What follows belongs to an exercise in optimizing a design on an open flow for small area and a short achievable clock period; a production flow would make more cautious choices. The RTL was checked by simulation tests, not by an equivalence proof against the original design.

## TRN_RMS
module TRN_RMS(
    input wire clk,
    input wire reset,
    input wire [19:0] data_in,
    output wire rms_tlast,
    output wire [39:0] result
);
Size in the first run: ~1200 cells after synthesis, about 150 flip-flops, about 63 I/O pins, about 0.012 mm² of cells after synthesis.
==> flow/config.mk <==
export PLATFORM = sky130hd
export DESIGN_NAME = TRN_RMS
export DESIGN_NICKNAME = TRN_RMS
export VERILOG_FILES = /design/flow/design.v
export SDC_FILE = /design/flow/constraint.sdc
export NUM_CORES = 4
export LEC_CHECK = 0
export CAP_MARGIN = 20
export CORE_MARGIN = 2
export CORE_UTILIZATION = 40
export SETUP_SLACK_MARGIN = 5
export SLEW_MARGIN = 20
export TNS_END_PERCENT = 100
==> flow/constraint.sdc <==
create_clock -name core_clock -period 8.0 [get_ports {clk}]
set_input_delay 1.6000 -clock core_clock [delete_from_list [all_inputs] [get_ports {clk}]]
set_output_delay 1.6000 -clock core_clock [all_outputs]
set_load 0.01 [all_outputs]
standard.sh (not shown) runs the stock make flow with config.mk's settings and CLKGATE_MAP_FILE= SYNTH_SCRIPT=/design/flow/synth_recipe.tcl, a recipe that flattens the netlist after the stock synthesis.
==> flow/flow/run.sh <==
#!/bin/bash
# Standard layout, run through the standard flow's own script.
bash standard.sh > standard.log 2>&1
Change:
==> flow/run.sh (new file) <==
#!/bin/bash
# synth_recipe.tcl (not shown) runs the flow's synth.tcl, then flattens the netlist and writes it again
# the make line also repeats each setting of config.mk as NAME=value (left out here)
make -C /OpenROAD-flow-scripts/flow DESIGN_CONFIG=/design/flow/config.mk WORK_HOME=/design/flow/orfs CLKGATE_MAP_FILE= SYNTH_SCRIPT=/design/flow/synth_recipe.tcl finish
removed: flow/flow/run.sh
removed: flow/standard.sh
Final area does not change.
Area after synthesis is unchanged.
Synthesized cell count stays the same.

========
Another version of the RTL of TRN_RMS (not shown whole).
Size in the first run: about 1000 cells after synthesis, about 9900 µm² of cells after synthesis.
## TRN_RMS
module TRN_RMS(
    input wire clk,
    input wire reset,
    input wire [19:0] data_in,
    output wire rms_tlast,
    output wire [39:0] result
);
wire [19:0] a = data_in[19] ? (~data_in + 20'd1) : data_in;
reg [18:0] u;
reg a19;
reg [6:0] cnt;       
reg tlast;
always @(posedge clk or posedge reset) begin
    if (reset) begin
        u <= 19'd0;
        a19 <= 1'b0;
        cnt <= 7'd0;
        tlast <= 1'b0;
    end else begin
        u <= a[18:0];
        a19 <= a[19];
        cnt <= cnt + 7'd1;
        tlast <= (cnt == 7'd127);
    end
end
  wire w381 = (u[0] & u[3]) ^ (u[1] & u[2]);
  wire w382 = (u[0] & u[3]) & (u[1] & u[2]);
  wire w384 = (u[0] & u[4]) ^ (u[1] & u[3]);
  wire w385 = (u[0] & u[4]) & (u[1] & u[3]);
  wire w387 = (u[0] & u[5]) ^ (u[1] & u[4]) ^ (u[2] & u[3]);
  wire w388 = ((u[0] & u[5]) & (u[1] & u[4])) | ((u[0] & u[5]) & (u[2] & u[3])) | ((u[1] & u[4]) & (u[2] & u[3]));
  wire w390 = u[3] ^ w385;
  wire w391 = u[3] & w385;
  wire w393 = (u[0] & u[6]) ^ (u[1] & u[5]) ^ (u[2] & u[4]);
  wire w394 = ((u[0] & u[6]) & (u[1] & u[5])) | ((u[0] & u[6]) & (u[2] & u[4])) | ((u[1] & u[5]) & (u[2] & u[4]));
  wire w396 = w388 ^ w391;
  wire w397 = w388 & w391;
  wire w399 = (u[0] & u[7]) ^ (u[1] & u[6]) ^ (u[2] & u[5]);
  wire w400 = ((u[0] & u[7]) & (u[1] & u[6])) | ((u[0] & u[7]) & (u[2] & u[5])) | ((u[1] & u[6]) & (u[2] & u[5]));
  wire w402 = (u[3] & u[4]) ^ u[4] ^ w394;
  wire w403 = ((u[3] & u[4]) & u[4]) | ((u[3] & u[4]) & w394) | (u[4] & w394);
  wire w405 = w399 ^ w397;
  wire w406 = w399 & w397;
  wire w408 = (u[0] & u[8]) ^ (u[1] & u[7]) ^ (u[2] & u[6]);
  ...
==> flow/config.mk <==
export PLATFORM = sky130hd
export DESIGN_NAME = TRN_RMS
export DESIGN_NICKNAME = TRN_RMS
export VERILOG_FILES = /design/flow/design.v
export SDC_FILE = /design/flow/constraint.sdc
export NUM_CORES = 4
export LEC_CHECK = 0
export CAP_MARGIN = 20
export CORE_MARGIN = 2
export CORE_UTILIZATION = 40
export SETUP_SLACK_MARGIN = 5
export SLEW_MARGIN = 20
export TNS_END_PERCENT = 100
==> flow/constraint.sdc <==
create_clock -name core_clock -period 8.0 [get_ports {clk}]
set_input_delay 1.6000 -clock core_clock [delete_from_list [all_inputs] [get_ports {clk}]]
set_output_delay 1.6000 -clock core_clock [all_outputs]
set_load 0.01 [all_outputs]
==> flow/flow/run.sh <==
#!/bin/bash
# Layout flow: the standard ORFS flow (standard.sh), with two changes:
#  - after the standard synthesis, the logic between the sample registers and
#    the squarer's carry-save registers (sq_s, sq_c) is replaced by the
#    hand-mapped tree in flow/tree.txt (flow/patch.py); registers are untouched;
#  - repair aims at a tighter setup margin, may resize across cell footprints,
#    and ports get buf_2 buffers.
set -euo pipefail
MARGIN=${MARGIN:-5.0}
R=$PWD/orfs/results/sky130hd/TRN_RMS/base
python3 - "$MARGIN" <<'PY'
import re, sys
s = open("standard.sh").read()
s2 = re.sub(r'SETUP_SLACK_MARGIN=\S+', 'SETUP_SLACK_MARGIN=' + sys.argv[1], s)
s2 = s2.replace('"${@:-finish}"', 'MATCH_CELL_FOOTPRINT=0 "${@:-finish}"')
assert s2.count('MATCH_CELL_FOOTPRINT=0') == 1 and 'SETUP_SLACK_MARGIN=' + sys.argv[1] in s2
open("my_standard.sh", "w").write(s2)
PY
export BUFFER_PORTS_ARGS="-buffer_cell sky130_fd_sc_hd__buf_2"
bash my_standard.sh "$R/1_2_yosys.v" > synth.log 2>&1
cp "$R/1_2_yosys.v" "$R/1_2_yosys_standard.v"
python3 flow/patch.py "$R/1_2_yosys_standard.v" flow/tree.txt "$R/1_2_yosys.v" > patch.log 2>&1
bash my_standard.sh > layout.log 2>&1
Other scripts of this flow, unchanged in this note and not shown: flow/flow/patch.py, flow/flow/tree.txt
Change:
--- a/flow/flow/run.sh
+++ b/flow/flow/run.sh
@@ -8,3 +8,3 @@
 set -euo pipefail
-MARGIN=${MARGIN:-5.0}
+MARGIN=${MARGIN:-5.2}
 R=$PWD/orfs/results/sky130hd/TRN_RMS/base
Cell area increases by 7.1%.
Synthesized area is unchanged.
Count of clock-buffer cells in the layout came out higher by 1.
Wire length came out higher by 7.4%.
Via count grows by 3.9%.

==> afterwards: timing with drivers on the ports <==
Ports are ideal in the flow. The routed layouts listed here were re-timed in OpenROAD.
Step 1 assumes that a clkbuf_16 drives the clock port and a buf_2 every other input.
Step 2 also shifts input and output timing later by t, the mid clock arrival at the registers, as if the neighbouring blocks saw the same clock.
Three values: ideal ports, drivers, drivers and shift; two values: the first two.
| run | t (ns) | setup slack, ns | worst setup path after step 2 | clock arrival spread, ns | worst data-port slew with drivers (ns) |
|---|---|---|---|---|---|
| the first run of note 1 | 0.477 | 4.864 / 4.864 / 4.864 | register to register | 0.012 / 0.012 | 0.05 |
| the second run of note 1 | 0.477 | 4.864 / 4.864 / 4.864 | register to register | 0.012 / 0.012 | 0.05 |
| the first run of note 2 | 0.468 | 4.981 / 4.979 / 4.512 | input to register | 0.007 / 0.007 | 0.06 |
| the second run of note 2 | 0.463 | 4.999 / 4.989 / 4.526 | input to register | 0.011 / 0.011 | 0.09 |
After both steps every run listed still meets setup and hold. For the second run of note 2, which loses most, drivers alone change the setup slack by -0.010 ns; drivers and shift together by -0.473 ns.
